What follows belongs to an exercise in optimizing a design on an open flow for small area; a production flow would make more cautious choices. In this exercise RTL edits were held to simulation tests only and were not proved equivalent to the original. Power figures rest on the tool's default switching activity, not on a simulated workload.

**flow/flow/run.sh**
```bash
#!/bin/bash
# The standard layout (standard.sh) with these changes:
#  - logic is mapped by ABC with an area-oriented script (flow/abc_area.script)
#    in place of ORFS's delay-oriented abc_speed.script: synthesis is the
#    standard one (synth_recipe.tcl) run a second time with SCRIPTS_DIR pointing
#    at a copy of ORFS's scripts that differs only in that file. The registers
#    (flip-flop mapping happens before ABC) are the same; flow/fix_names.py
#    gives the few with numbered instance names the names the standard
#    synthesis (run first) gave them;
#  - port buffers are sky130_fd_sc_hd__buf_1 (every input and output port
#    still gets its buffer);
#  - clock tree synthesis uses clkbuf_4 buffers, clusters of at most 8 sinks
#    within 40 um, and inserts no dummy loads.
# Everything else (floorplan, power grid, tap cells, placement, routing and all
# repair steps) is the standard flow's. Each step's output goes to a log here;
# ORFS writes each step's own log under orfs/logs.
set -euo pipefail
W=$PWD
R=$W/orfs/results/$FLOW_PLATFORM/ocx_tlx_parse_mac/base
L=$W/orfs/logs/$FLOW_PLATFORM/ocx_tlx_parse_mac/base
export BUFFER_PORTS_ARGS="-buffer_cell sky130_fd_sc_hd__buf_1"
export CTS_ARGS="-sink_clustering_enable -repair_clock_nets -dont_use_dummy_load -sink_clustering_size 8 -sink_clustering_max_diameter 40 -buf_list sky130_fd_sc_hd__clkbuf_4"

# 1. standard synthesis, kept for its register names
bash standard.sh synth > synth_standard.log 2>&1
cp "$R/1_2_yosys.v" "$W/standard_1_2_yosys.v"
cp "$L/1_2_yosys.log" "$W/standard_1_2_yosys.log"

# 2. the same synthesis with the area-oriented ABC script
rm -rf "$W/abc_scripts"
cp -r "$FLOW_HOME/scripts" "$W/abc_scripts"
cp "$W/flow/abc_area.script" "$W/abc_scripts/abc_speed.script"
SCRIPTS_DIR="$W/abc_scripts" bash standard.sh do-yosys > synth_area.log 2>&1

# 3. register instance names as the standard synthesis has them
python3 "$W/flow/fix_names.py" "$W/standard_1_2_yosys.v" "$R/1_2_yosys.v" > fix_names.log 2>&1
rm -f "$R/1_synth.odb" "$R/1_synth.sdc"

# 4. the rest of the standard flow, from this netlist
bash standard.sh > flow.log 2>&1
```
**flow/flow/abc_area.script**
```
&get -n
&st
&dc2
&dch -f
&nf -R 1000
&put
mfs2
&get -n
&st
&dch -f
&nf -R 1000
&put
buffer -c
topo
upsize -c
dnsize -c
```
**flow/flow/fix_names.py**
```python
#!/usr/bin/env python3
"""Give each register of a netlist the instance name it has in another netlist of
the same design, pairing registers by the net on their Q pin.

usage: fix_names.py REFERENCE.v NETLIST.v   (NETLIST.v is rewritten in place)

Synthesis names most registers after their RTL signal, but a few get numbered
names (_1234_) that depend on how many cells were made before them. This gives
those the numbers the reference synthesis gave them; any other identifier of
NETLIST.v that already uses such a number is renamed first.
"""
import re
import sys

CELL = re.compile(r'^(\s*)(sky130_fd_sc_hd__\w+)\s+(\S+)\s*\(', re.M)
Q_PIN = re.compile(r'\.Q\(\s*(.*?)\s*\)')
IDENT = re.compile(r'(?<![\w$\\])_\d+_(?![\w$])')


def registers(text):
    """{Q net: instance name} of the flip-flops (cells with a Q pin)."""
    regs = {}
    for m in CELL.finditer(text):
        if not m.group(2).startswith('sky130_fd_sc_hd__df'):
            continue
        end = text.index(');', m.end())
        q = Q_PIN.search(text, m.end(), end)
        regs[q.group(1)] = m.group(3)
    return regs


def main(ref_path, path):
    ref = registers(open(ref_path).read())
    text = open(path).read()
    mine = registers(text)
    if set(ref) != set(mine):
        sys.exit('fix_names: the two netlists do not have the same registers')
    todo = {name: ref[q] for q, name in mine.items() if ref[q] != name}
    if not todo:
        print('fix_names: all register names already match')
        return
    for name in todo:
        if not re.fullmatch(r'_\d+_', name) or not re.fullmatch(r'_\d+_', todo[name]):
            sys.exit('fix_names: only numbered names are renamed: %s -> %s' % (name, todo[name]))
    used = set(IDENT.findall(text))
    free = max(int(x[1:-1]) for x in used | set(todo.values())) + 1
    mapping = {}
    # move whatever already uses a wanted name out of the way
    for want in todo.values():
        if want in used and want not in todo:
            mapping[want] = '_%d_' % free
            free += 1
    mapping.update(todo)
    text = IDENT.sub(lambda m: mapping.get(m.group(0), m.group(0)), text)
    if registers(text) != ref:
        sys.exit('fix_names: renaming did not give the reference names')
    open(path, 'w').write(text)
    print('fix_names: renamed %d registers (%d other identifiers moved)' % (len(todo), len(mapping) - len(todo)))


if __name__ == '__main__':
    main(sys.argv[1], sys.argv[2])
```
**flow/standard.sh**
```bash
#!/bin/bash
# synth_recipe.tcl (not shown) runs the flow's synth.tcl, then flattens the netlist and writes it again
# the make line also repeats each setting of config.mk as NAME=value (left out here)
make -C /OpenROAD-flow-scripts/flow DESIGN_CONFIG=/design/flow/config.mk WORK_HOME=/design/flow/orfs CLKGATE_MAP_FILE= SYNTH_SCRIPT=/design/flow/synth_recipe.tcl "${@:-finish}"
```
**flow/config.mk**
```make
export PLATFORM = sky130hd
export DESIGN_NAME = ocx_tlx_parse_mac
export DESIGN_NICKNAME = ocx_tlx_parse_mac
export VERILOG_FILES = /design/flow/design.v
export SDC_FILE = /design/flow/constraint.sdc
export NUM_CORES = 8
export LEC_CHECK = 0
export CAP_MARGIN = 20
export CORE_MARGIN = 2
export CORE_UTILIZATION = 40
export SLEW_MARGIN = 20
```
**flow/constraint.sdc**
```tcl
create_clock -name core_clock -period 10.0 [get_ports {tlx_clk}]
set_input_delay 2.0000 -clock core_clock [delete_from_list [all_inputs] [get_ports {tlx_clk}]]
set_output_delay 2.0000 -clock core_clock [all_outputs]
set_load 0.01 [all_outputs]
```
**flow/design.v**
```verilog
`timescale 1ns / 1ps
module ocx_tlx_flit_parser(
    input tlx_clk,
    input reset_n,
    input [511:0] dlx_tlx_flit,
    input dlx_tlx_flit_valid,
    input dlx_tlx_flit_crc_err,
    output [55:0] credit_return,
    output credit_return_v,
    output [167:0] pars_ctl_info,
    output [167:0] pars_ctl_info_s1,
    output pars_ctl_valid,
    output [511:0] pars_data_flit,
    output [10*512-1:0] pars_data_pipe,
    output pars_data_valid,
    output template0_slot0_v,
    output [27:0] template0_slot0,
    output parser_inprog,
    output [7:0] bad_data_indicator,
    output bookend_flit_v,
    output ctl_flit_parsed,
    output ctl_flit_parse_end,
    output [5:0] ctl_template,
    output [3:0] run_length,
    output crc_error
    );
reg  [511:0] flit_dout;           
reg  [511:0] data_flit_dout;      
reg  [10*512-1:0] data_pipe;      
reg  [27:0] ctl_slot0_dout;
reg  [167:0] pars_ctl_info_s1_dout;  
reg  flit_valid_s1_dout;
reg  flit_crc_s1_dout;
reg  [3:0] data_cnt_dout;
reg  [3:0] data_cnt_unverif_dout;
reg  flit_valid_s2_dout, flit_valid_s3_dout, flit_valid_s4_dout, flit_valid_s5_dout;
reg  flit_valid_s6_dout, flit_valid_s7_dout, flit_valid_s8_dout, flit_valid_s9_dout;
reg  [5:0] ctl_info_template_dout;
reg  [5:0] ctl_info_template_s1_dout;
reg  data_flit_valid_dout;
reg  bookend_flit_valid_dout;
reg  pars_ctl_valid_dout;
reg  true_bookend_dout;
reg  ctl_flit_parse_dout;
reg  ctl_flit_parse_end_dout;
wire data_nctl = (data_cnt_unverif_dout != 4'b0);  
wire [3:0] flit_rl = flit_dout[451:448];
wire [5:0] tmpl = ctl_info_template_dout;
wire ctl_v = flit_valid_s1_dout & ~data_nctl;
wire flit_valid_s3_din = flit_valid_s2_dout & (tmpl != 6'b0);  
wire flit_valid_s5_din = flit_valid_s4_dout & (tmpl != 6'b000011);  
wire flit_valid_s6_din = flit_valid_s5_dout & (tmpl != 6'b000001);  
wire parse_block_null = flit_valid_s3_din | flit_valid_s3_dout | flit_valid_s5_din | flit_valid_s6_din |
                        flit_valid_s6_dout | flit_valid_s7_dout | flit_valid_s8_dout;
wire flit_valid_s2_din = ctl_v & ~parse_block_null & (flit_rl <= 4'h8);
wire true_bookend_din = data_nctl ? 1'b1 : bookend_flit_valid_dout ? 1'b0 : true_bookend_dout;
wire [3:0] data_cnt_unverif_din = flit_crc_s1_dout ? data_cnt_dout :
                                  (flit_valid_s1_dout && !data_nctl) ? flit_rl :
                                  flit_valid_s1_dout ? data_cnt_unverif_dout - 4'b0001 :
                                  data_cnt_unverif_dout;
wire [5:0] tmpl_s1 = ctl_info_template_s1_dout;
wire parse_s2_done = ctl_flit_parse_dout;
wire [511:0] pipe0 = data_pipe[0*512 +: 512];
wire [511:0] pipe1 = data_pipe[1*512 +: 512];
wire [511:0] pipe2 = data_pipe[2*512 +: 512];
wire [511:0] pipe3 = data_pipe[3*512 +: 512];
wire [511:0] pipe4 = data_pipe[4*512 +: 512];
wire [511:0] pipe5 = data_pipe[5*512 +: 512];
wire [511:0] pipe6 = data_pipe[6*512 +: 512];
wire [511:0] pipe7 = data_pipe[7*512 +: 512];
wire t0 = (tmpl_s1 == 6'd0);
wire t1 = (tmpl_s1 == 6'd1);
wire t2 = (tmpl_s1 == 6'd2);
wire t3 = (tmpl_s1 == 6'd3);
wire ld_t0_2  = parse_s2_done & t0;
wire ld_t13_2 = parse_s2_done & (t1 | t3);
wire ld_t2_2  = parse_s2_done & t2;
wire ld_t13_3 = flit_valid_s4_dout & (t1 | t3);
wire ld_t1_4  = flit_valid_s5_dout & t1;
wire ld_t1_5  = ctl_flit_parse_end_dout & t1;
wire ld_t2_3  = flit_valid_s4_dout & t2;
wire ld_t2_4  = flit_valid_s5_dout & t2;
wire ld_t2_5  = flit_valid_s6_dout & t2;
wire ld_t2_6  = flit_valid_s7_dout & t2;
wire ld_t2_7  = flit_valid_s8_dout & t2;
wire ld_t2_8  = flit_valid_s9_dout & t2;
wire ld_t2_9  = ctl_flit_parse_end_dout & t2;
wire ld_t3_3  = flit_valid_s4_dout & t3;
wire ld_t3_4  = ctl_flit_parse_end_dout & t3;
wire ld_lo  = parse_s2_done | ld_t13_3 | ld_t1_4 | ld_t1_5 | ld_t3_4 | ld_t2_3 | ld_t2_4 | ld_t2_5 | ld_t2_6 | ld_t2_7 | ld_t2_8 | ld_t2_9;
wire ld_mid = parse_s2_done | ld_t13_3 | ld_t1_4 | ld_t1_5 | ld_t3_4;
wire ld_hi  = parse_s2_done | ld_t3_3 | ld_t3_4;
wire [167:0] pars_ctl_info_cur;
assign pars_ctl_info_cur[55:0] =
    ({56{ld_t0_2}}  & pipe0[167:112]) |
    ({56{ld_t13_2 | ld_t2_2}} & pipe0[55:0]) |
    ({56{ld_t13_3}} & pipe1[167:112]) |
    ({56{ld_t1_4}}  & pipe2[279:224]) |
    ({56{ld_t1_5}}  & pipe3[391:336]) |
    ({56{ld_t2_3}}  & pipe1[111:56]) |
    ({56{ld_t2_4}}  & pipe2[167:112]) |
    ({56{ld_t2_5}}  & pipe3[223:168]) |
    ({56{ld_t2_6}}  & pipe4[279:224]) |
    ({56{ld_t2_7}}  & pipe5[335:280]) |
    ({56{ld_t2_8}}  & pipe6[391:336]) |
    ({56{ld_t2_9}}  & pipe7[447:392]) |
    ({56{ld_t3_4}}  & pipe2[335:280]) |
    ({56{~ld_lo}}   & pars_ctl_info_s1_dout[55:0]);
assign pars_ctl_info_cur[111:56] =
    ({56{ld_t0_2}}  & pipe0[223:168]) |
    ({56{ld_t13_2}} & pipe0[111:56]) |
    ({56{ld_t13_3}} & pipe1[223:168]) |
    ({56{ld_t1_4}}  & pipe2[335:280]) |
    ({56{ld_t1_5}}  & pipe3[447:392]) |
    ({56{ld_t3_4}}  & pipe2[391:336]) |
    ({56{~ld_mid}}  & pars_ctl_info_s1_dout[111:56]);
assign pars_ctl_info_cur[167:112] =
    ({56{ld_t0_2}}  & pipe0[279:224]) |
    ({56{ld_t3_3}}  & pipe1[279:224]) |
    ({56{ld_t3_4}}  & pipe2[447:392]) |
    ({56{~ld_hi}}   & pars_ctl_info_s1_dout[167:112]);
always @(posedge tlx_clk)
    begin
    flit_dout <= dlx_tlx_flit;
    data_flit_dout <= flit_dout;
    data_pipe <= {data_pipe[9*512-1:0], data_flit_dout};
    end
always @(posedge tlx_clk)
    begin
    if (!reset_n)
    begin
        ctl_slot0_dout          <= 28'b0;
        pars_ctl_info_s1_dout   <= 168'b0;
        flit_valid_s1_dout      <= 1'b0;
        flit_crc_s1_dout        <= 1'b0;
        data_cnt_dout           <= 4'b0;
        data_cnt_unverif_dout   <= 4'b0;
        flit_valid_s2_dout      <= 1'b0;
        flit_valid_s3_dout      <= 1'b0;
        flit_valid_s4_dout      <= 1'b0;
        flit_valid_s5_dout      <= 1'b0;
        flit_valid_s6_dout      <= 1'b0;
        flit_valid_s7_dout      <= 1'b0;
        flit_valid_s8_dout      <= 1'b0;
        flit_valid_s9_dout      <= 1'b0;
        ctl_info_template_dout  <= 6'b0;
        ctl_info_template_s1_dout <= 6'b0;
        data_flit_valid_dout    <= 1'b0;
        bookend_flit_valid_dout <= 1'b0;
        pars_ctl_valid_dout     <= 1'b0;
        true_bookend_dout       <= 1'b0;
        ctl_flit_parse_dout     <= 1'b0;
        ctl_flit_parse_end_dout <= 1'b0;
    end
    else
    begin
        if (flit_valid_s2_din)
        begin
            ctl_slot0_dout <= flit_dout[27:0];
            ctl_info_template_dout <= flit_dout[465:460];
        end
        pars_ctl_info_s1_dout   <= pars_ctl_info_cur;
        flit_valid_s1_dout      <= dlx_tlx_flit_valid & ~dlx_tlx_flit_crc_err;
        flit_crc_s1_dout        <= dlx_tlx_flit_crc_err;
        if (ctl_v)
            data_cnt_dout       <= flit_rl;
        data_cnt_unverif_dout   <= data_cnt_unverif_din;
        flit_valid_s2_dout      <= flit_valid_s2_din;
        flit_valid_s3_dout      <= flit_valid_s3_din;
        flit_valid_s4_dout      <= flit_valid_s3_dout;
        flit_valid_s5_dout      <= flit_valid_s5_din;
        flit_valid_s6_dout      <= flit_valid_s6_din;
        flit_valid_s7_dout      <= flit_valid_s6_dout;
        flit_valid_s8_dout      <= flit_valid_s7_dout;
        flit_valid_s9_dout      <= flit_valid_s8_dout;
        ctl_info_template_s1_dout <= ctl_info_template_dout;
        data_flit_valid_dout    <= data_nctl & flit_valid_s1_dout;
        bookend_flit_valid_dout <= ctl_v;
        pars_ctl_valid_dout     <= flit_valid_s2_dout | flit_valid_s3_dout | flit_valid_s4_dout | flit_valid_s5_dout |
                                   flit_valid_s6_dout | flit_valid_s7_dout | flit_valid_s8_dout | flit_valid_s9_dout;
        true_bookend_dout       <= true_bookend_din;
        ctl_flit_parse_dout     <= flit_valid_s2_dout;
        ctl_flit_parse_end_dout <= (flit_valid_s2_dout & (tmpl == 6'b0)) | (flit_valid_s4_dout & (tmpl == 6'b000011)) |
                                   (flit_valid_s5_dout & (tmpl == 6'b000001)) | flit_valid_s9_dout;
    end
    end
assign ctl_flit_parsed = ctl_flit_parse_dout;
assign ctl_flit_parse_end = ctl_flit_parse_end_dout;
assign run_length = ctl_v ? flit_rl : 4'b0;
assign bad_data_indicator = (bookend_flit_valid_dout && true_bookend_dout) ? data_flit_dout[459:452] : 8'h00;  
assign crc_error = flit_crc_s1_dout & (data_nctl | true_bookend_din);  
assign bookend_flit_v = bookend_flit_valid_dout & true_bookend_dout;  
assign pars_ctl_info = pars_ctl_info_cur;
assign pars_ctl_info_s1 = pars_ctl_info_s1_dout;
assign ctl_template = ctl_info_template_s1_dout;
assign pars_ctl_valid = pars_ctl_valid_dout;
assign credit_return = data_flit_dout[55:0];
assign credit_return_v = bookend_flit_valid_dout & data_flit_dout[7:0] == 8'h01;  
assign pars_data_flit = data_flit_dout;
assign pars_data_pipe = data_pipe;
assign pars_data_valid = data_flit_valid_dout;
assign parser_inprog = flit_valid_s3_dout|flit_valid_s4_dout|flit_valid_s5_dout|flit_valid_s6_dout|flit_valid_s7_dout|flit_valid_s8_dout|flit_valid_s9_dout;
assign template0_slot0_v = flit_valid_s2_dout & (tmpl == 6'b0);
assign template0_slot0 = ctl_slot0_dout;
endmodule
`timescale 1ns / 1ps
module ocx_tlx_data_arb(
    input tlx_clk,
    input reset_n,
    input crc_error,
    input bookend_flit_v,     
    output dcp0_data_v,
    output dcp1_data_v,
    output [511:0] dcp0_data,
    output [511:0] dcp1_data,
    output good_crc,
    output crc_flush_done,
    output crc_flush_inprog,
    output cfg_data_v,
    output cfg_data_cnt_v,
    output [31:0] cfg_data_bus,
    input  control_parsing_end,
    input  control_parsing_start,
    input [511:0] pars_data_flit,
    input [10*512-1:0] pars_data_pipe,  
    input pars_data_valid,
    input [3:0] run_length,
    input [1:0] data_arb_vc_v,
    input data_arb_cfg_hint,
    input [3:0] data_arb_cfg_offset,
    input [1:0] data_arb_flit_cnt
    );
parameter [15:0] vc0_mask = 16'hFF;
wire [10*512-1:0] data_pipe = pars_data_pipe;  
reg  [1:0] data_arb_vc_v_dout;
reg  [2:0] data_arb_flit_cnt_dout;
reg  [9:0] pipe_v_dout;
reg  [3:0] vc_shift_load_ptr_dout;
reg  [15:0] vc_shift_dout;
reg  [15:0] vc_shift_verified_dout;
reg  [15:0] cfg_shift_dout;
reg  [15:0] cfg_shift_verified_dout;
reg  bookend_flit_dout;
reg  [8:0] good_crc_shift_dout;
reg  crc_flush_inprog_dout;
reg  [3:0] run_length_hold_dout;
reg  crc_error_dout;
reg  crc_error_s2_dout;
reg  crc_error_s3_dout;
reg  ctl_flit_parse_done_dout;
reg  [3:0] vc_shift_verif_ptr_dout;
reg  data_arb_cfg_hint_dout;
reg  [1:0] cfg_offset_wr_ptr_dout;
reg  [1:0] cfg_offset_verif_ptr_dout;
reg  [3:0] cfg_offset_shift0_dout, cfg_offset_shift1_dout, cfg_offset_shift2_dout, cfg_offset_shift3_dout;
reg  [3:0] cfg_offset_verif_shift0_dout, cfg_offset_verif_shift1_dout;
reg  cfg_data_v_dout;
reg  cfg_data_v_s1_dout;
reg  [3:0] data_arb_cfg_offset_dout;
reg  [31:0] cfg_word_dout;
reg  [31:0] cfg_data_bus_reg;
wire [1:0] data_arb_vc_v_din;
wire [2:0] data_arb_flit_cnt_din;
wire [9:0] pipe_v_din;
wire [3:0] vc_shift_load_ptr_din;
wire [15:0] vc_shift_din, vc_shift_verified_din, cfg_shift_din, cfg_shift_verified_din;
wire bookend_flit_din;
wire [8:0] good_crc_shift_din;
wire crc_flush_inprog_din;
wire [3:0] run_length_hold_din;
wire ctl_flit_parse_done_din;
wire [3:0] vc_shift_verif_ptr_din;
wire [1:0] cfg_offset_wr_ptr_din;
wire [1:0] cfg_offset_verif_ptr_din;
wire [3:0] cfg_offset_shift0_din, cfg_offset_shift1_din, cfg_offset_shift2_din, cfg_offset_shift3_din;
wire [3:0] cfg_offset_verif_shift0_din, cfg_offset_verif_shift1_din;
wire cfg_data_v_din;
wire cfg_data_v_s1_din;
wire [511:0] dcp_data;
wire [31:0] cfg_word_din;
always @(posedge tlx_clk)
    begin
        if(!reset_n)
        begin
            data_arb_cfg_hint_dout       <= 1'b0;
            cfg_shift_verified_dout      <= 16'b0;
            cfg_shift_dout               <= 16'b0;
            data_arb_vc_v_dout           <= 2'b0;
            data_arb_flit_cnt_dout       <= 3'b0;
            vc_shift_dout                <= 16'b0;
            vc_shift_verified_dout       <= 16'b0;
            vc_shift_load_ptr_dout       <= 4'b0;
            pipe_v_dout                  <= 10'b0;
            bookend_flit_dout            <= 1'b0;
            good_crc_shift_dout          <= 9'b0;
            crc_flush_inprog_dout        <= 1'b0;
            run_length_hold_dout         <= 4'b0;
            crc_error_dout               <= 1'b0;
            crc_error_s2_dout            <= 1'b0;
            crc_error_s3_dout            <= 1'b0;
            ctl_flit_parse_done_dout     <= 1'b0;
            vc_shift_verif_ptr_dout      <= 4'b0;
            cfg_offset_wr_ptr_dout       <= 2'b0;
            cfg_offset_verif_ptr_dout    <= 2'b0;
            cfg_offset_shift0_dout       <= 4'b0;
            cfg_offset_shift1_dout       <= 4'b0;
            cfg_offset_shift2_dout       <= 4'b0;
            cfg_offset_shift3_dout       <= 4'b0;
            cfg_offset_verif_shift0_dout <= 4'b0;
            cfg_offset_verif_shift1_dout <= 4'b0;
            cfg_data_v_dout              <= 1'b0;
            cfg_data_v_s1_dout           <= 1'b0;
            data_arb_cfg_offset_dout     <= 4'b0;
            cfg_word_dout                <= 32'b0;
            cfg_data_bus_reg             <= 32'b0;
        end
        else
        begin
            data_arb_cfg_hint_dout       <= data_arb_cfg_hint;
            cfg_shift_verified_dout      <= cfg_shift_verified_din;
            cfg_shift_dout               <= cfg_shift_din;
            data_arb_vc_v_dout           <= data_arb_vc_v_din;
            data_arb_flit_cnt_dout       <= data_arb_flit_cnt_din;
            vc_shift_dout                <= vc_shift_din;
            vc_shift_verified_dout       <= vc_shift_verified_din;
            vc_shift_load_ptr_dout       <= vc_shift_load_ptr_din;
            pipe_v_dout                  <= pipe_v_din;
            bookend_flit_dout            <= bookend_flit_din;
            good_crc_shift_dout          <= good_crc_shift_din;
            crc_flush_inprog_dout        <= crc_flush_inprog_din;
            run_length_hold_dout         <= run_length_hold_din;
            crc_error_dout               <= crc_error;
            crc_error_s2_dout            <= crc_error_dout;
            crc_error_s3_dout            <= crc_error_s2_dout;
            ctl_flit_parse_done_dout     <= ctl_flit_parse_done_din;
            vc_shift_verif_ptr_dout      <= vc_shift_verif_ptr_din;
            cfg_offset_wr_ptr_dout       <= cfg_offset_wr_ptr_din;
            cfg_offset_verif_ptr_dout    <= cfg_offset_verif_ptr_din;
            cfg_offset_shift0_dout       <= cfg_offset_shift0_din;
            cfg_offset_shift1_dout       <= cfg_offset_shift1_din;
            cfg_offset_shift2_dout       <= cfg_offset_shift2_din;
            cfg_offset_shift3_dout       <= cfg_offset_shift3_din;
            cfg_offset_verif_shift0_dout <= cfg_offset_verif_shift0_din;
            cfg_offset_verif_shift1_dout <= cfg_offset_verif_shift1_din;
            cfg_data_v_dout              <= cfg_data_v_din;
            cfg_data_v_s1_dout           <= cfg_data_v_s1_din;
            data_arb_cfg_offset_dout     <= data_arb_cfg_offset;
            cfg_word_dout                <= cfg_word_din;
            cfg_data_bus_reg             <= cfg_word_dout;
        end
    end
assign ctl_flit_parse_done_din = control_parsing_end ? 1'b1 :
                                 control_parsing_start ? 1'b0 : ctl_flit_parse_done_dout;
assign good_crc_shift_din = bookend_flit_v ? 9'b111111111 : good_crc_shift_dout << 1;
wire good_pending = |(good_crc_shift_dout[8:0] & pipe_v_dout[9:1]);
assign crc_flush_inprog_din = good_pending && crc_error_dout ? 1'b1 :
                             !good_pending ? 1'b0 : crc_flush_inprog_dout;
wire ptr_nz = |vc_shift_load_ptr_dout;
wire rd_stg9 = pipe_v_dout[9] & ptr_nz;
wire rd_stg6 = pipe_v_dout[6] & ~(|pipe_v_dout[9:7]) & ptr_nz;
wire rd_stg5 = pipe_v_dout[5] & ~(|pipe_v_dout[9:6]) & ptr_nz;
wire rd_stg4 = pipe_v_dout[4] & ~(|pipe_v_dout[9:5]) & ptr_nz;
wire rd_stg3 = pipe_v_dout[3] & ~(|pipe_v_dout[9:4]) & ptr_nz;
wire rd_any  = rd_stg9 | rd_stg6 | rd_stg5 | rd_stg4 | rd_stg3;
assign pipe_v_din[0] = crc_error_dout ? 1'b0 : pars_data_valid;
assign pipe_v_din[1] = crc_error_dout && ~good_crc_shift_dout[0] ? 1'b0 : pipe_v_dout[0];
assign pipe_v_din[2] = crc_error_dout && ~good_crc_shift_dout[1] ? 1'b0 : pipe_v_dout[1];
assign pipe_v_din[3] = crc_error_dout && ~good_crc_shift_dout[2] ? 1'b0 : pipe_v_dout[2];
assign pipe_v_din[4] = crc_error_dout && ~good_crc_shift_dout[3] ? 1'b0 : (pipe_v_dout[3] & ~rd_stg3);
assign pipe_v_din[5] = crc_error_dout && ~good_crc_shift_dout[4] ? 1'b0 : (pipe_v_dout[4] & ~rd_stg4);
assign pipe_v_din[6] = crc_error_dout && ~good_crc_shift_dout[5] ? 1'b0 : (pipe_v_dout[5] & ~rd_stg5);
assign pipe_v_din[7] = crc_error_dout && ~good_crc_shift_dout[6] ? 1'b0 : (pipe_v_dout[6] & ~rd_stg6);
assign pipe_v_din[8] = crc_error_dout && ~good_crc_shift_dout[7] ? 1'b0 : pipe_v_dout[7];
assign pipe_v_din[9] = crc_error_dout && ~good_crc_shift_dout[8] ? 1'b0 : pipe_v_dout[8];
assign data_arb_vc_v_din = data_arb_vc_v;
assign data_arb_flit_cnt_din[2:0] = (data_arb_flit_cnt == 2'b01) ? 3'b001 :  
                                    (data_arb_flit_cnt == 2'b10) ? 3'b010 :  
                                    (data_arb_flit_cnt == 2'b11) ? 3'b100 : 3'b000;  
wire data_vc_v = |data_arb_vc_v_dout;
wire [3:0] shift_reg_value = (data_arb_flit_cnt_dout == 3'b001) ? 4'b0001 :  
                             (data_arb_flit_cnt_dout == 3'b010) ? 4'b0011 :  
                             (data_arb_flit_cnt_dout == 3'b100) ? 4'b1111 : 4'b0000;  
wire vc_shift_decr = rd_any;
wire [3:0] vc_shift_minus1 = vc_shift_load_ptr_dout - 4'b0001;
wire [2:0] data_arb_flit_cnt_dout_m1 = data_arb_flit_cnt_dout - 3'b001;
wire [3:0] vc_shift_plus = data_vc_v && rd_any ? {1'b0,data_arb_flit_cnt_dout_m1} + vc_shift_load_ptr_dout :
                           data_vc_v ? {1'b0,data_arb_flit_cnt_dout} + vc_shift_load_ptr_dout : 4'b0;
assign run_length_hold_din = (run_length > 4'b0) ? run_length : run_length_hold_dout;
wire crc_reset = ctl_flit_parse_done_dout & crc_error_s3_dout & ~(control_parsing_start | crc_flush_inprog_dout);
assign vc_shift_verif_ptr_din = control_parsing_start && data_vc_v ? {1'b0, data_arb_flit_cnt_dout} :
                                control_parsing_start ? 4'b0 :
                                data_vc_v ? vc_shift_verif_ptr_dout + {1'b0,data_arb_flit_cnt_dout} : vc_shift_verif_ptr_dout;
assign vc_shift_load_ptr_din = (ctl_flit_parse_done_dout && crc_error_s3_dout && ~(control_parsing_start || bookend_flit_v || crc_flush_inprog_dout)) ? run_length_hold_dout :
                               data_vc_v ? vc_shift_plus :
                               vc_shift_decr ? vc_shift_minus1 : vc_shift_load_ptr_dout;
wire [19:0] verif_shifted = {16'b0, shift_reg_value} << vc_shift_verif_ptr_dout;
wire [19:0] load_shifted = {16'b0, shift_reg_value} << vc_shift_load_ptr_dout;
wire [15:0] load_shifted_m1 = load_shifted[16:1];
assign vc_shift_verified_din = control_parsing_start && data_arb_vc_v_dout[1] ? {12'b0,shift_reg_value} :
                               control_parsing_start && data_arb_vc_v_dout[0] ? 16'b0 :
                               data_arb_vc_v_dout[1] ? vc_shift_verified_dout |  verif_shifted[15:0] :
                               data_arb_vc_v_dout[0] ? vc_shift_verified_dout & (verif_shifted[15:0] ^ vc0_mask) :
                               vc_shift_verified_dout;
assign vc_shift_din = crc_reset ? vc_shift_verified_dout :
                      data_arb_vc_v_dout[1] && vc_shift_decr ? (vc_shift_dout >> 1) |  load_shifted_m1[15:0] :
                      data_arb_vc_v_dout[0] && vc_shift_decr ? (vc_shift_dout >> 1) & (load_shifted_m1[15:0] ^ vc0_mask) :
                      data_arb_vc_v_dout[1] ? vc_shift_dout |  load_shifted[15:0] :
                      data_arb_vc_v_dout[0] ? vc_shift_dout & (load_shifted[15:0] ^ vc0_mask) :
                      vc_shift_decr ? vc_shift_dout >> 1 : vc_shift_dout;
assign cfg_shift_din = crc_reset ? cfg_shift_verified_dout :
                       data_arb_cfg_hint_dout && vc_shift_decr ? (cfg_shift_dout >> 1) |  load_shifted_m1[15:0] :
                       data_arb_cfg_hint_dout ? cfg_shift_dout | load_shifted[15:0] :
                       data_vc_v && vc_shift_decr ? (cfg_shift_dout >> 1) & (load_shifted_m1[15:0] ^ vc0_mask) :
                       data_vc_v ? cfg_shift_dout & (load_shifted[15:0] ^ vc0_mask) :
                       vc_shift_decr ? cfg_shift_dout >> 1 : cfg_shift_dout;
assign cfg_shift_verified_din = control_parsing_start && data_arb_cfg_hint_dout ? {12'b0,shift_reg_value} :
                                control_parsing_start && data_vc_v ? 16'b0 :
                                data_arb_cfg_hint_dout ? cfg_shift_verified_dout |  verif_shifted[15:0] :
                                data_vc_v ? cfg_shift_verified_dout & (verif_shifted[15:0] ^ vc0_mask) :
                                cfg_shift_verified_dout;
wire cfg_offset_incr = data_arb_cfg_hint_dout;
wire cfg_offset_decr = cfg_data_v_dout;
wire cfg_offset_hold = data_arb_cfg_hint_dout & cfg_data_v_dout;
assign cfg_offset_wr_ptr_din =  crc_reset ? cfg_offset_verif_ptr_dout:
                                cfg_offset_hold ? cfg_offset_wr_ptr_dout:
                                cfg_offset_incr ? cfg_offset_wr_ptr_dout + 2'b01:
                                cfg_offset_decr ? cfg_offset_wr_ptr_dout - 2'b01: cfg_offset_wr_ptr_dout;
assign cfg_offset_verif_ptr_din = control_parsing_start && cfg_offset_incr ? 2'b01:  
                                  cfg_offset_incr ? cfg_offset_verif_ptr_dout + 2'b01:
                                  control_parsing_start ? 2'b00 : cfg_offset_verif_ptr_dout;
wire cfg_shift = cfg_data_v_dout;
wire cfg_wr = data_arb_cfg_hint_dout;
wire [1:0] wr_ptr_m1 = cfg_offset_wr_ptr_dout - 2'b01;
assign cfg_offset_shift0_din = crc_reset ? cfg_offset_verif_shift0_dout :
                               cfg_offset_hold && (wr_ptr_m1 == 2'b00) ? data_arb_cfg_offset_dout:
                               cfg_wr && (cfg_offset_wr_ptr_dout == 2'b00) ? data_arb_cfg_offset_dout :
                               cfg_shift ? cfg_offset_shift1_dout : cfg_offset_shift0_dout;
assign cfg_offset_shift1_din = crc_reset ? cfg_offset_verif_shift1_dout :
                               cfg_offset_hold && (wr_ptr_m1 == 2'b01) ? data_arb_cfg_offset_dout:
                               cfg_wr && (cfg_offset_wr_ptr_dout == 2'b01) ? data_arb_cfg_offset_dout :
                               cfg_shift ? cfg_offset_shift2_dout : cfg_offset_shift1_dout;
assign cfg_offset_shift2_din = crc_reset ? cfg_offset_verif_shift0_dout :
                               cfg_offset_hold && (wr_ptr_m1 == 2'b10) ? data_arb_cfg_offset_dout:
                               cfg_wr && (cfg_offset_wr_ptr_dout == 2'b10) ? data_arb_cfg_offset_dout :
                               cfg_shift ? cfg_offset_shift3_dout : cfg_offset_shift2_dout;
assign cfg_offset_shift3_din = crc_reset ? cfg_offset_verif_shift0_dout :
                               cfg_offset_hold && (wr_ptr_m1 == 2'b11) ? data_arb_cfg_offset_dout:
                               cfg_wr && (cfg_offset_wr_ptr_dout == 2'b11) ? data_arb_cfg_offset_dout :
                               cfg_shift ? 4'h0 : cfg_offset_shift3_dout;
assign cfg_offset_verif_shift0_din = bookend_flit_v ? 4'h0 :
                                     cfg_wr && (cfg_offset_wr_ptr_dout == 2'b00) ? data_arb_cfg_offset_dout : cfg_offset_verif_shift0_dout;
assign cfg_offset_verif_shift1_din = bookend_flit_v ? 4'h0 :
                                     cfg_wr && (cfg_offset_wr_ptr_dout == 2'b01) ? data_arb_cfg_offset_dout : cfg_offset_verif_shift1_dout;
assign dcp_data = ({512{rd_stg9}} & data_pipe[9*512 +: 512]) |
                  ({512{rd_stg6}} & data_pipe[6*512 +: 512]) |
                  ({512{rd_stg5}} & data_pipe[5*512 +: 512]) |
                  ({512{rd_stg4}} & data_pipe[4*512 +: 512]) |
                  ({512{rd_stg3}} & data_pipe[3*512 +: 512]);
assign dcp0_data_v = rd_any & ~vc_shift_dout[0];
assign dcp1_data_v = rd_any & (vc_shift_dout[0] & ~cfg_shift_dout[0]);
assign dcp0_data = dcp_data;
assign dcp1_data = dcp_data;
assign bookend_flit_din = (pars_data_valid || crc_error) ? 1'b0 :
                          (bookend_flit_v) ? 1'b1 : bookend_flit_dout;
assign good_crc = bookend_flit_dout | good_pending;
assign crc_flush_done = ~crc_flush_inprog_din & crc_flush_inprog_dout;  
assign crc_flush_inprog = crc_flush_inprog_din;
assign cfg_data_v_din = rd_any & (vc_shift_dout[0] & cfg_shift_dout[0]);
assign cfg_data_v_s1_din = cfg_data_v_dout & ~crc_reset;
assign cfg_data_v = cfg_data_v_s1_dout;
reg [31:0] cfg_word_sel;
integer w;
always @(*)
    begin
    cfg_word_sel = 32'b0;
    for (w = 0; w < 16; w = w + 1)
        cfg_word_sel = cfg_word_sel | ({32{cfg_offset_shift0_din == w}} & dcp_data[w*32 +: 32]);
    end
assign cfg_word_din = cfg_word_sel;
assign cfg_data_bus = cfg_data_bus_reg;
assign cfg_data_cnt_v = cfg_data_v_din;  
endmodule
`timescale 1ns / 1ps
module ocx_tlx_ctl_fsm(
    input tlx_clk,
    input reset_n,
    input [55:0] credit_return,
    input credit_return_v,
    input [167:0] pars_ctl_info,
    input [167:0] pars_ctl_info_s1,  
    input pars_ctl_valid,
    input ctl_flit_parsed,
    input ctl_flit_parse_end,
    output [55:0] ctl_vc0_bus,
    output [167:0] ctl_vc1_bus,
    output ctl_vc0_v,
    output ctl_vc1_v,
    output [3:0] rcv_xmt_credit_vcx0,
    output [3:0] rcv_xmt_credit_vcx3,
    output [5:0] rcv_xmt_credit_dcpx0,
    output [5:0] rcv_xmt_credit_dcpx3,
    output rcv_xmt_credit_tlx_v,
    output data_arb_cfg_hint,
    output bdi_cfg_hint,
    output [3:0] data_arb_cfg_offset,
    output cmd_credit_enable,
    output [1:0] data_arb_vc_v,
    output [1:0] data_bdi_vc_V,
    output data_hold_vc0,
    output data_hold_vc1,
    output control_parsing_end,
    output control_parsing_start,
    output [1:0] data_bdi_flit_cnt,
    output [1:0] data_arb_flit_cnt
    );
wire [55:0] credit_return_din;
reg  [55:0] credit_return_dout;
wire credit_return_v_din;
reg  credit_return_v_dout;
wire [167:0] pars_ctl_info_dout;
wire pars_ctl_valid_din;
reg  pars_ctl_valid_dout;
wire ctl_flit_parsed_din;
reg  ctl_flit_parsed_dout;
wire ctl_flit_parse_end_din;
reg  ctl_flit_parse_end_dout;
wire [1:0] data_arb_flit_cnt_din;
reg  [1:0] data_arb_flit_cnt_dout;
wire [1:0] data_arb_vc_v_din;
reg  [1:0] data_arb_vc_v_dout;
wire cfg_hint_din;
reg  cfg_hint_dout;
wire ctl_vc0_valid;
wire ctl_vc1_valid;
wire data_vc0_valid;
wire data_vc1_valid;
always @(posedge tlx_clk) 
    begin
        if(!reset_n)
        begin
        credit_return_dout <= 56'b0;
        credit_return_v_dout <= 1'b0;
        pars_ctl_valid_dout <= 1'b0;
        ctl_flit_parsed_dout <= 1'b0;
        ctl_flit_parse_end_dout <= 1'b0;
        data_arb_vc_v_dout <= 2'b0;
        data_arb_flit_cnt_dout <= 2'b0;
        cfg_hint_dout <= 1'b0;
        end
        else
        begin
        credit_return_dout <= credit_return_din;
        credit_return_v_dout <= credit_return_v_din;
        pars_ctl_valid_dout <= pars_ctl_valid_din;
        ctl_flit_parsed_dout <= ctl_flit_parsed_din;
        ctl_flit_parse_end_dout <= ctl_flit_parse_end_din;
        data_arb_vc_v_dout <= data_arb_vc_v_din;
        data_arb_flit_cnt_dout <= data_arb_flit_cnt_din;
        cfg_hint_dout <= cfg_hint_din;
        end
    end   
assign credit_return_din[55:0] = credit_return_v ? credit_return[55:0] : credit_return_dout;
assign credit_return_v_din = credit_return_v;
assign pars_ctl_info_dout = pars_ctl_info_s1;
assign pars_ctl_valid_din = pars_ctl_valid;
assign ctl_vc0_valid = ~(~pars_ctl_info_dout[1] & ~pars_ctl_info_dout[2] & ~pars_ctl_info_dout[3] & ~pars_ctl_info_dout[4])  
                    & (~pars_ctl_info_dout[7] & ~pars_ctl_info_dout[6] & ~pars_ctl_info_dout[5]) & pars_ctl_valid_dout;  
assign ctl_vc0_v = ctl_vc0_valid;  
assign ctl_vc0_bus[55:0] = pars_ctl_info_dout[55:0];                  
assign ctl_vc1_valid = (pars_ctl_info_dout[5] | pars_ctl_info_dout[7] | pars_ctl_info_dout[6]) & pars_ctl_valid_dout;  
assign ctl_vc1_v = ctl_vc1_valid;
assign ctl_vc1_bus[167:0] = pars_ctl_info_dout[167:0];
assign data_vc0_valid = ~(~pars_ctl_info[1] & ~pars_ctl_info[2] & ~pars_ctl_info[3] & ~pars_ctl_info[4])  
                       & (~pars_ctl_info[7] & ~pars_ctl_info[6] & ~pars_ctl_info[5]) & pars_ctl_valid;  
assign data_vc1_valid = (pars_ctl_info[5] | pars_ctl_info[7] | pars_ctl_info[6]) & pars_ctl_valid;  
assign data_arb_vc_v_din[0] = data_vc0_valid & ((pars_ctl_info[7:0] == 8'h04) | (pars_ctl_info[7:0] == 8'h06));
assign data_arb_vc_v_din[1] = data_vc1_valid & ((pars_ctl_info[7:0] == 8'h81) |
                                           (pars_ctl_info[7:0] == 8'h82) |
                                           (pars_ctl_info[7:0] == 8'h86) |
                                           (pars_ctl_info[7:0] == 8'hE1));
assign cfg_hint_din = data_vc1_valid & pars_ctl_info[7:0] == 8'hE1;                                           
assign data_arb_cfg_hint = cfg_hint_din;    
assign data_arb_cfg_offset[3:0] = pars_ctl_info[33:30];                                      
assign data_arb_vc_v[1:0] = data_arb_vc_v_din[1:0];  
assign data_bdi_vc_V[1:0] = data_arb_vc_v_dout[1:0]; 
assign bdi_cfg_hint = cfg_hint_dout;             
assign cmd_credit_enable = ctl_vc1_valid & ((pars_ctl_info_dout[7:0] != 8'hE1) | (pars_ctl_info_dout[7:0] != 8'hE0));                                          
assign data_hold_vc0 = ctl_vc0_valid & ((pars_ctl_info_dout[7:0] == 8'h04) | (pars_ctl_info_dout[7:0] == 8'h06));                                           
assign data_hold_vc1 = ctl_vc1_valid & ((pars_ctl_info_dout[7:0] == 8'h81) |
                       (pars_ctl_info_dout[7:0] == 8'h82) |
                       (pars_ctl_info_dout[7:0] == 8'h86) |
                       (pars_ctl_info_dout[7:0] == 8'hE1));                                           
assign data_arb_flit_cnt_din[1:0] = (data_vc0_valid && (pars_ctl_info[7:0] == 8'h04 || pars_ctl_info[7:0] == 8'h06)) ? pars_ctl_info[27:26] :  
                                (data_vc1_valid && pars_ctl_info[7:0] == 8'h81) ? pars_ctl_info[111:110] :  
                                (data_vc1_valid && (pars_ctl_info[7:0] == 8'h82 || pars_ctl_info[7:0] == 8'h86 || pars_ctl_info[7:0] == 8'hE1)) ? 2'b01 :  
                                2'b00;
assign data_arb_flit_cnt = data_arb_flit_cnt_din;
assign data_bdi_flit_cnt = data_arb_flit_cnt_dout;                                
assign ctl_flit_parsed_din = ctl_flit_parsed ? 1'b1 :
                             ctl_flit_parsed_dout && (ctl_vc0_valid || ctl_vc1_valid) ? 1'b0 : ctl_flit_parsed_dout; 
assign ctl_flit_parse_end_din = ctl_flit_parse_end;                                               
assign control_parsing_start = ctl_flit_parsed_dout & (ctl_vc0_valid | ctl_vc1_valid);  
assign control_parsing_end = ctl_flit_parse_end_dout;
assign rcv_xmt_credit_vcx0 = credit_return_dout[11:8];    
assign rcv_xmt_credit_vcx3 = credit_return_dout[23:20]; 
assign rcv_xmt_credit_dcpx0 = credit_return_dout[37:32];   
assign rcv_xmt_credit_dcpx3 = credit_return_dout[55:50];   
assign rcv_xmt_credit_tlx_v = credit_return_v_dout;
endmodule
`timescale 1ns / 1ps
module ocx_tlx_parse_mac(
    output fp_rcv_cmd_valid,
    output [167:0] fp_rcv_cmd_info,
    output fp_rcv_cmd_data_v,
    output [511:0] fp_rcv_cmd_data_bus,
    output fp_rcv_resp_valid,
    output [55:0] fp_rcv_resp_info,
    output fp_rcv_resp_data_v,
    output data_hold_vc0,
    output data_hold_vc1,
    output [7:0] bad_data_indicator,
    output good_crc,
    output crc_flush_done,
    output crc_flush_inprog,
    output crc_error,
    output bookend_flit_v,
    output [3:0] run_length,
    output [1:0] data_arb_vc_v,
    output [1:0] data_arb_flit_cnt,
    output control_parsing_start,
    output control_parsing_end,
    output [511:0] fp_rcv_resp_data_bus,
    output rcv_xmt_credit_tlx_v,
    output [3:0] rcv_xmt_credit_vcx0,
    output [3:0] rcv_xmt_credit_vcx3,
    output [5:0] rcv_xmt_credit_dcpx0,
    output [5:0] rcv_xmt_credit_dcpx3,
    output ctl_flit_start,
    output template0_slot0_v,
    output [27:0] template0_slot0,
    output parser_inprog,    
    output [5:0] ctl_template,
    output [167:0] pars_ctl_info,
    output pars_ctl_valid,
    output cfg_data_v,
    output cfg_data_cnt_v,
    output [31:0] cfg_data_bus,
    output cmd_credit_enable,
    output bdi_cfg_hint,
    input [511:0] dlx_tlx_flit,
    input dlx_tlx_flit_valid,
    input dlx_tlx_flit_crc_err,
    input reset_n,
    input tlx_clk
    );   
    wire [55:0] credit_return;
    wire credit_return_v;
    wire [167:0] pars_ctl_info_wire;
    wire [167:0] pars_ctl_info_s1;
    wire pars_ctl_valid_wire;
    wire ctl_flit_parsed;
    wire [1:0] data_arb_vc_v_wire;
    wire [1:0] data_arb_flit_cnt_wire;
    wire [511:0] pars_data_flit;
    wire [10*512-1:0] pars_data_pipe;
    wire pars_data_valid;  
    wire crc_error_int;
    wire data_arb_cfg_hint;
    wire [3:0] data_arb_cfg_offset;
    wire ctl_flit_parse_end;
    wire bookend_flit_v_wire;
    wire [3:0] run_length_wire;
    wire control_parsing_start_wire;
    wire control_parsing_end_wire;
    assign crc_error = crc_error_int;
    assign ctl_flit_start = ctl_flit_parsed;
    assign pars_ctl_info = pars_ctl_info_wire;
    assign pars_ctl_valid = pars_ctl_valid_wire;
    ocx_tlx_flit_parser flit_parser(
        .tlx_clk            (tlx_clk),                   
        .reset_n            (reset_n),                   
        .dlx_tlx_flit       (dlx_tlx_flit),              
        .dlx_tlx_flit_valid (dlx_tlx_flit_valid),        
        .dlx_tlx_flit_crc_err (dlx_tlx_flit_crc_err),        
        .pars_ctl_info      (pars_ctl_info_wire),             
        .pars_ctl_info_s1   (pars_ctl_info_s1),             
        .pars_ctl_valid     (pars_ctl_valid_wire),            
        .pars_data_flit     (pars_data_flit),            
        .pars_data_pipe     (pars_data_pipe),            
        .pars_data_valid    (pars_data_valid),           
        .bad_data_indicator (bad_data_indicator),             
        .crc_error          (crc_error_int),         
        .bookend_flit_v     (bookend_flit_v_wire),            
        .run_length         (run_length_wire),            
        .parser_inprog      (parser_inprog),
        .template0_slot0    (template0_slot0),
        .template0_slot0_v  (template0_slot0_v),
        .ctl_flit_parsed    (ctl_flit_parsed),   
        .ctl_flit_parse_end (ctl_flit_parse_end),  
        .ctl_template       (ctl_template),   
        .credit_return      (credit_return),        
        .credit_return_v    (credit_return_v)     
        );      
    assign bookend_flit_v         = bookend_flit_v_wire;
    assign run_length             = run_length_wire;
    assign control_parsing_start  = control_parsing_start_wire;
    assign control_parsing_end    = control_parsing_end_wire;
    ocx_tlx_data_arb data_arb(
        .tlx_clk            (tlx_clk),                   
        .reset_n            (reset_n),                   
        .dcp0_data_v        (fp_rcv_resp_data_v),               
        .dcp1_data_v        (fp_rcv_cmd_data_v),               
        .dcp0_data          (fp_rcv_resp_data_bus),                 
        .dcp1_data          (fp_rcv_cmd_data_bus),                 
        .good_crc           (good_crc),                 
        .crc_flush_inprog   (crc_flush_inprog),
        .crc_flush_done     (crc_flush_done),
        .control_parsing_start  (control_parsing_start_wire),
        .control_parsing_end(control_parsing_end_wire),
        .data_arb_vc_v      (data_arb_vc_v_wire),           
        .data_arb_flit_cnt  (data_arb_flit_cnt_wire),           
        .pars_data_flit     (pars_data_flit),            
        .pars_data_pipe     (pars_data_pipe),            
        .pars_data_valid    (pars_data_valid),           
        .bookend_flit_v     (bookend_flit_v_wire),            
        .run_length         (run_length_wire),            
        .data_arb_cfg_hint  (data_arb_cfg_hint),
        .data_arb_cfg_offset(data_arb_cfg_offset),
        .cfg_data_v         (cfg_data_v),
        .cfg_data_cnt_v     (cfg_data_cnt_v),
        .cfg_data_bus       (cfg_data_bus),
        .crc_error          (crc_error_int)
        );
    ocx_tlx_ctl_fsm control_fsm(
        .tlx_clk                (tlx_clk),               
        .reset_n                (reset_n),                   
        .credit_return          (credit_return),    
        .credit_return_v        (credit_return_v),  
        .pars_ctl_info          (pars_ctl_info_wire),         
        .pars_ctl_info_s1       (pars_ctl_info_s1),         
        .pars_ctl_valid         (pars_ctl_valid_wire),        
        .data_hold_vc0          (data_hold_vc0),   
        .data_hold_vc1          (data_hold_vc1),   
        .data_arb_vc_v          (data_arb_vc_v_wire),           
        .data_arb_flit_cnt      (data_arb_flit_cnt_wire),           
        .data_bdi_vc_V          (data_arb_vc_v),           
        .data_bdi_flit_cnt      (data_arb_flit_cnt),           
        .data_arb_cfg_hint      (data_arb_cfg_hint),
        .data_arb_cfg_offset    (data_arb_cfg_offset),
        .bdi_cfg_hint           (bdi_cfg_hint),  
        .cmd_credit_enable      (cmd_credit_enable),     
        .ctl_flit_parsed        (ctl_flit_parsed), 
        .ctl_flit_parse_end     (ctl_flit_parse_end),
        .control_parsing_start  (control_parsing_start_wire),
        .control_parsing_end    (control_parsing_end_wire),
        .ctl_vc0_bus            (fp_rcv_resp_info),           
        .ctl_vc1_bus            (fp_rcv_cmd_info),           
        .ctl_vc0_v              (fp_rcv_resp_valid),             
        .ctl_vc1_v              (fp_rcv_cmd_valid),             
        .rcv_xmt_credit_vcx0    (rcv_xmt_credit_vcx0),   
        .rcv_xmt_credit_vcx3    (rcv_xmt_credit_vcx3),   
        .rcv_xmt_credit_dcpx0   (rcv_xmt_credit_dcpx0),  
        .rcv_xmt_credit_dcpx3   (rcv_xmt_credit_dcpx3),  
        .rcv_xmt_credit_tlx_v   (rcv_xmt_credit_tlx_v)   
        );
endmodule
```
==> metrics.csv, run 1 <==
metric;value;unit
outcome;complete, no violations;
r2r_slack;3.41;ns
drt_pass1_iterations;15;
max_freq;113;MHz
cp.arrival;6.83;ns
die_w;647;µm
grt_util_all_layers;40.4;%
clock_latency;1.78;ns
syn_area;0.165;mm²
cp-end-kind;primary output;
rows;236;
syn_to_final_growth;10.5;%
fillCellCount;38100;
vdd_ir_drop_max;0.000129;V
multi_input_area;0.0267;mm²
clk_pin_slew_worst_paths;0.10;ns
synth_area_leaders;dfxtp_1 80%, a222oi_1 4.6%, a22oi_1 4.2%;
cp_max_fo;139;
synth_top_area_share;79.9;%
coreArea;0.413;mm²
clock-sinks;6603;
cts_max_level;6;
ys_types;73;
drt-vias-per-instance;5.80;
setup_tns;0;ns
fin_nets;14400;
crit_required;8.00;ns
ys_ff_latch;6603;
cts_root_buf;clkbuf_4;
grt.overflow.total;0;
grt_max_degree;140;
min_path_type;flip-flop to flip-flop;
max-slew-margin-rel;2.94;%
yosys_warnings;3;
stdcell_area;0.183;mm²
post_cts_resized;0;
yosys.area.top_type;dfxtp_1;
io_pins;2056;
drv_cap;0;
skew;0.218;ns
drt-total-wl;879000;µm
synthFlopType;dfxtp_1;
period_needed;8.83;ns
avgSynthCellArea;14.0;µm²
post-cts-setup-buffers;0;
synth_edf_count;0;
cts_buffer_depth;4;
crit_type;flip-flop to primary output;
ant_nets;0;
largest_reg_flops;5120;
yosysSeqAreaShare;79.9;%
drc;0;
placed_area;0.175;mm²
drive_above_1_share;8.79;%
drt_iter0_drc;20600;
fin_crit_sh;88.3;%
final-hold-violation-count;0;
final_common_cell;dfxtp_1;
dpl.hpwl;683000;µm
powerDensity;229;mW/mm²
final_cell_mix;6,601 x dfxtp_1, 2,050 x buf_1, 953 x clkbuf_4;
p_leak;73.3;nW
cts_tree;done;
worst_pin_slew;1.46;ns
ctsHoldBuffers;0;
port_buffers;2055;
cts_buffers;952;
largest_register;flit_parser.data_pipe;
grt_setup_unrepaired;no;
seqCellArea;0.132;mm²
antenna_found_initial;228;
grt_pass1_wl;1080000;µm
gp_congestion;1.09;
slew_violations;0;
initial_utilization;40.1;%
die_area;0.419;mm²
die_h;647;µm
grt_pass1_vias;101000;
syn-num-nets;12300;
async_flop_share;0;%
start_kind;flip-flop;
detail_route.wl_per_cell;45.1;µm
postSynthCellCount;11800;
reg.largest.list;flit_parser.data_pipe (5120), flit_parser.data_flit_dout (512), flit_parser.flit_dout (512);
setup_viol_count_final;0;
vias;113000;
cell usage after synthesis (all sizes together), types with 7 or more instances:
master / count
dfxtp: 6603
a22oi: 928
nand2: 836
a222oi: 763
buf: 701
clkbuf: 453
a21oi: 260
nor2: 243
nand3: 221
o21ai: 155
a31oi: 131
a221oi: 97
and2: 87
nor3: 41
inv: 32
nand4: 28
and3: 23
a22o: 22
ha: 15
mux2: 14
nand2b: 13
nor2b: 12
or3: 12
mux2i: 11
o22ai: 11
nor4: 10
a211oi: 8
o221ai: 8
xnor2: 7
cell type report:
class,instances,area share [%]
Inverter,32,0.0698
Timing Repair Buffer,2222,5.09
Multi-Input combinational cell,4022,14.6
Antenna cell,177,0.242
Sequential cell,6603,72.3
Clock buffer,952,3.91
Tap cell,5474,3.75
cell families after synthesis:
group	share of synthesized area, %
flip-flops	79.9
AO/OA/AOI/OAI	11.6
AND/OR/NAND/NOR	4.11
buffers and inverters	4.05
multiplexers	0.162
adder cells (fa/ha/maj)	0.138
XOR/XNOR	0.0477
power breakdown:
group / leakage, nW / total [mW] / switching [mW] / internal [mW]
Combinational: 13.4 / 0.327 / 0.233 / 0.0943
Sequential: 55.5 / 28.6 / 0.987 / 27.6
Clock: 4.38 / 12.9 / 8.56 / 4.32
Total: 73.3 / 41.8 / 9.78 / 32.0
critical path, cell delays in order (launching register included):
cell,delay (ns)
dfxtp_1,0.62
or2_1,0.41
nor3_2,0.16
nor4_1,0.35
nor2b_1,0.32
o21ai_1,0.18
nor2_4,0.68
buf_12,0.59
a222oi_1,0.24
nand2_1,0.92
buf_1,0.37
path summary, 6_finish.rpt:
check | start | to | depth (start not counted)
max | data_arb.vc_shift_load_ptr_dout[2]$_SDFFE_PN0P_ | fp_rcv_resp_data_bus[195] | 10
min reg2reg | flit_parser.data_pipe[1509]$_DFF_P_ | flit_parser.data_pipe[2021]$_DFF_P_ | 0
max reg2reg | data_arb.vc_shift_load_ptr_dout[2]$_SDFFE_PN0P_ | data_arb.cfg_word_dout[11]$_SDFF_PN0_ | 13
min | flit_parser.data_pipe[1509]$_DFF_P_ | flit_parser.data_pipe[2021]$_DFF_P_ | 0
routing by layer:
metal,up-vias,part of all wire (%),GRT usage (%)
met5,-,0.11,0.370
met4,122,8.4,30.0
met3,1988,15,18.7
met2,9596,39,54.3
met1,55600,37,50.0
li1,45700,-,-
stage by stage:
step	std cells	hold slack [ns]	total power, mW	util (%)	worst slack (ns)
final	19500	0.175	41.8	44.3	1.17
after detailed placement	18400	0.312	29.5	42.5	3.18
after global placement	18300	0.309	29.4	42.5	3.17
after CTS	19300	0.104	41.8	44.2	1.32
after global routing	19300	0.205	43.0	44.2	1.16
after floorplan	11800	0.310	28.6	-	5.42
==> inputs of run 2 (changes only) <==
--- a/flow/design.v
+++ b/flow/design.v
@@ -403,14 +403,13 @@
                                vc_shift_verified_dout;
+wire [15:0] load_mask  = vc_shift_decr ? load_shifted_m1 : load_shifted[15:0];
+wire [15:0] vc_shift_s = vc_shift_decr ? vc_shift_dout >> 1 : vc_shift_dout;
+wire [15:0] cfg_shift_s = vc_shift_decr ? cfg_shift_dout >> 1 : cfg_shift_dout;
 assign vc_shift_din = crc_reset ? vc_shift_verified_dout :
-                      data_arb_vc_v_dout[1] && vc_shift_decr ? (vc_shift_dout >> 1) |  load_shifted_m1[15:0] :
-                      data_arb_vc_v_dout[0] && vc_shift_decr ? (vc_shift_dout >> 1) & (load_shifted_m1[15:0] ^ vc0_mask) :
-                      data_arb_vc_v_dout[1] ? vc_shift_dout |  load_shifted[15:0] :
-                      data_arb_vc_v_dout[0] ? vc_shift_dout & (load_shifted[15:0] ^ vc0_mask) :
-                      vc_shift_decr ? vc_shift_dout >> 1 : vc_shift_dout;
+                      data_arb_vc_v_dout[1] ? vc_shift_s | load_mask :
+                      data_arb_vc_v_dout[0] ? vc_shift_s & (load_mask ^ vc0_mask) :
+                      vc_shift_s;
 assign cfg_shift_din = crc_reset ? cfg_shift_verified_dout :
-                       data_arb_cfg_hint_dout && vc_shift_decr ? (cfg_shift_dout >> 1) |  load_shifted_m1[15:0] :
-                       data_arb_cfg_hint_dout ? cfg_shift_dout | load_shifted[15:0] :
-                       data_vc_v && vc_shift_decr ? (cfg_shift_dout >> 1) & (load_shifted_m1[15:0] ^ vc0_mask) :
-                       data_vc_v ? cfg_shift_dout & (load_shifted[15:0] ^ vc0_mask) :
-                       vc_shift_decr ? cfg_shift_dout >> 1 : cfg_shift_dout;
+                       data_arb_cfg_hint_dout ? cfg_shift_s | load_mask :
+                       data_vc_v ? cfg_shift_s & (load_mask ^ vc0_mask) :
+                       cfg_shift_s;
 assign cfg_shift_verified_din = control_parsing_start && data_arb_cfg_hint_dout ? {12'b0,shift_reg_value} :
--- a/flow/flow/run.sh
+++ b/flow/flow/run.sh
@@ -11,3 +11,3 @@
 #    still gets its buffer);
-#  - clock tree synthesis uses clkbuf_4 buffers, clusters of at most 8 sinks
+#  - clock tree synthesis uses clkbuf_4 buffers, clusters of at most 9 sinks
 #    within 40 um, and inserts no dummy loads.
@@ -21,3 +21,3 @@
 export BUFFER_PORTS_ARGS="-buffer_cell sky130_fd_sc_hd__buf_1"
-export CTS_ARGS="-sink_clustering_enable -repair_clock_nets -dont_use_dummy_load -sink_clustering_size 8 -sink_clustering_max_diameter 40 -buf_list sky130_fd_sc_hd__clkbuf_4"
+export CTS_ARGS="-sink_clustering_enable -repair_clock_nets -dont_use_dummy_load -sink_clustering_size 9 -sink_clustering_max_diameter 40 -buf_list sky130_fd_sc_hd__clkbuf_4"
 
--- a/flow/config.mk
+++ b/flow/config.mk
@@ -7,5 +7,5 @@
 export LEC_CHECK = 0
-export CAP_MARGIN = 20
+export CAP_MARGIN = 30
 export CORE_MARGIN = 2
 export CORE_UTILIZATION = 40
-export SLEW_MARGIN = 20
+export SLEW_MARGIN = 40
==> run 2 against run 1 <==
Routed wire length decreased by 2.3%; sequential cell count unchanged; via count fell by 1.4%; synthesized cell count fell by 0.69%; largest cell class unchanged; still clean; clock skew fell by 0.047 ns; die area shrank 0.14%; clock-buffer cell count down 86; clock power fell by 4%; critical path depth is 2 higher; highest routed layer unchanged; cell count down 0.92%; utilization rose by 0.076 points; cell area down 0.32%.
==> metrics.csv, run 2 <==
metric;value;unit
cp.arrival;6.48;ns
power.internal;31.7;mW
rr_worst_depth;16;
ys_types;69;
coreArea;0.410;mm²
clk_pin_slew_worst_paths;0.09;ns
setup_viol_count_final;0;
setup_ws;1.52;ns
finalNonFillerCells;19300;
grt.overflow.total;0;
max-slew-margin-rel;25.4;%
cp-end-kind;primary output;
path_cells;nor2_1 -> nand2_1 -> nor2_1 -> nor4_1 -> nor2b_1 -> o21ai_1 -> nor2_4 -> buf_4 -> buf_4 -> a222oi_1 -> nand2_1 -> buf_1;
grt_pass1_vias;99600;
die_area;0.418;mm²
p_comb_share;0.8;%
cts_root_buf;clkbuf_4;
die_w;647;µm
avgSynthCellArea;14.1;µm²
final-hold-violation-count;0;
grt_pass1_wl;1060000;µm
cp_max_fo;47;
outcome;complete, no violations;
reg.largest.list;flit_parser.data_pipe (5120), flit_parser.data_flit_dout (512), flit_parser.flit_dout (512);
worst_pin_slew;1.12;ns
vdd_ir_drop_max;0.000138;V
critPathMaxStageDelay;0.64;ns
io_pins;2056;
drive_above_1_share;8.78;%
cts_tree;done;
drv_cap;0;
gp_congestion;1.09;
synth_common_cells;6,603 x dfxtp_1, 836 x nand2_1, 781 x a222oi_1;
grt_util_all_layers;39.5;%
drc;0;
hold_end;flit_parser.data_pipe[4927]$_DFF_P_;
synth_edf_count;0;
power_switching;9.64;mW
synth.most_common_cell;dfxtp_1;
rows;235;
path_buf_inv;3;
fin_nets;14200;
yosys.area.top_type;dfxtp_1;
drt_pass1_iterations;14;
ys_ff_latch;6603;
swShare;23.4;%
port_buffers;2055;
drt-vias-per-instance;5.77;
syn_area;0.165;mm²
synth_top_area_share;80.1;%
p_leak;73.3;nW
dpl.hpwl;673000;µm
fin_crit_sh;84.8;%
syn-num-nets;12300;
crit_type;flip-flop to primary output;
yosys_warnings;3;
skew;0.171;ns
drt_iter0_drc;20800;
synthFlopType;dfxtp_1;
post_cts_resized;0;
holdCritStartpoint;flit_parser.data_pipe[4415]$_DFF_P_;
crit_required;8.00;ns
post-place-ws;3.26;ns
cts_max_level;6;
power_frac_seq;69.3;%
pwr-share-clk;29.9;%
powerDensity;227;mW/mm²
hold_depth;0;
slew_violations;0;
clock-sinks;6603;
grt_max_degree;124;
place_inst;18300;
initial_utilization;40.2;%
ctsHoldBuffers;0;
r2r_slack;3.43;ns
post-cts-setup-buffers;0;
min_path_type;flip-flop to flip-flop;
total_power;41.3;mW
syn_to_final_growth;10.3;%
largest_reg_flops;5120;
synth_area_leaders;dfxtp_1 80%, a222oi_1 4.7%, a22oi_1 3.5%;
final_cell_mix;6,590 x dfxtp_1, 2,033 x buf_1, 867 x clkbuf_4;
ant_nets;0;
period_needed;8.48;ns
start_kind;flip-flop;
cts_buffers;866;
setup_tns;0;ns
clock_latency;1.77;ns
yosysSeqAreaShare;80.1;%
rr_startpoint;flit_parser.pars_ctl_info_s1_dout[2]$_SDFF_PN0_;
max_freq;118;MHz
grt_setup_unrepaired;no;
vias;111000;
detail_route.wl_per_cell;44.5;µm
postSynthCellCount;11700;
cts_buffer_depth;4;
async_flop_share;0;%
die_h;647;µm
final_common_cell;dfxtp_1;
slowest_stage;buf_4;
cp_top_family;simple AND/OR/NAND/NOR gates;
drt-total-wl;859000;µm
rr_endpoint;data_arb.cfg_word_dout[29]$_SDFF_PN0_;
antenna_found_initial;219;
largest_register;flit_parser.data_pipe;
[run 2: cell count changes in the layout (fill, tap and decap cells not counted), sizes merged, moves of 23 or more]
cell	previous run	this run
a221oi	97	121
nand3	221	162
clkbuf	953	871
and2	87	110
buf	2221	2248
a22oi	928	779
a22o	22	95
[run 2: worst max path at each step]
stage	slack [ns]	to	startpoint	cells past startpoint
floorplan	5.43	fp_rcv_resp_data_bus[259]	data_arb.vc_shift_load_ptr_dout[1]$_SDFFE_PN0P_	13
CTS	1.43	fp_rcv_cmd_data_bus[65]	data_arb.vc_shift_load_ptr_dout[2]$_SDFFE_PN0P_	12
global route	1.26	fp_rcv_resp_data_bus[442]	data_arb.vc_shift_load_ptr_dout[2]$_SDFFE_PN0P_	12
global placement	3.25	fp_rcv_cmd_data_bus[65]	data_arb.vc_shift_load_ptr_dout[3]$_SDFFE_PN0P_	12
detailed placement	3.26	fp_rcv_cmd_data_bus[65]	data_arb.vc_shift_load_ptr_dout[3]$_SDFFE_PN0P_	12
finish	1.52	fp_rcv_resp_data_bus[192]	data_arb.vc_shift_load_ptr_dout[2]$_SDFFE_PN0P_	12
[run 2: layout make-up]
class                      count  area, µm²
fill                       38100     228000
antenna                      155        388
multi-input combinational   3946      26500
sequential                  6603     132000
clock buffer                 866       6500
inverter                      28        113
timing repair buffer        2253       9680
tap                         5451       6820
[run 2: routing by layer]
layer / vias up / GRT usage (%) / routed length, µm
li1: 45200 / - / -
met1: 54800 / 48.1 / 317000
met2: 9412 / 53.5 / 338000
met3: 1939 / 18.5 / 126000
met4: 78 / 30.4 / 77500
met5: - / 0 / 500
[run 2: kinds of logic after synthesis]
logic type      after synthesis  share of synthesized area (%)
xor+xnor                      9                         0.0477
buf+inv                    1180                           4.09
fa+ha+maj                    17                          0.138
simple gates               1517                           4.01
mux                          28                          0.181
flops                      6603                           80.1
compound gates             2375                           11.5
[run 2: power by group through the flow]
stage / sequential (mW) / clock, mW / combinational [mW]
2_1_floorplan: 28.5 / 0 / 0.0883
3_3_place_gp: 29.1 / 0 / 0.299
3_5_place_dp: 29.2 / 0 / 0.301
4_1_cts: 28.6 / 12.4 / 0.302
5_1_grt: 28.7 / 13.5 / 0.322
6_report: 28.6 / 12.4 / 0.311
[run 2: worst register-to-register path, cell delays in order, from the launching register on]
cell	delay, ns
dfxtp_1	0.47
or3_1	0.47
o21ai_1	0.23
nand2_1	0.10
nand2_2	0.39
nand3_2	0.16
nor2_4	0.09
buf_4	0.39
nand2_1	0.27
o21ai_1	0.25
nand2_1	0.34
nor2_4	0.73
buf_4	0.69
a22oi_1	0.54
nand3_1	0.56
a221oi_1	0.25
a31oi_1	0.41
[run 2: through the flow]
stage	area (µm²)	util, %	hold WS, ns
CTS	182000	44.3	0.170
detailed placement	175000	42.7	0.312
global placement	175000	42.6	0.310
finish	182000	44.4	0.203
floorplan	165000	-	0.310
global route	182000	44.3	0.241

what the ideal ports hide:
No port has a modelled driver above. Below, the same layouts with a new extraction and two added sets of constraints.
Step 1: set_driving_cell puts a clkbuf_16 on tlx_clk and a buf_2 on each other input, an assumption about the parent block.
Step 2, shift: input delay + t, output delay - t, t = (earliest + latest rising clock arrival at the registers) / 2. This alone moves slack from input paths to output paths.
Slacks: ideal ports / drivers / drivers and shift; pairs: ideal ports / drivers.
run	shift t [ns]	setup WS [ns]	latest minus earliest clock arrival (ns)	slew at the worst register clock pin (ns)	cell pins on the clock port's net
run 1	1.812	1.170 / 1.048 / 2.860	0.263 / 0.263	0.10 / 0.10	1
run 2	1.788	1.521 / 1.398 / 3.186	0.217 / 0.217	0.11 / 0.11	1
After both steps setup and hold are still met in every run listed.
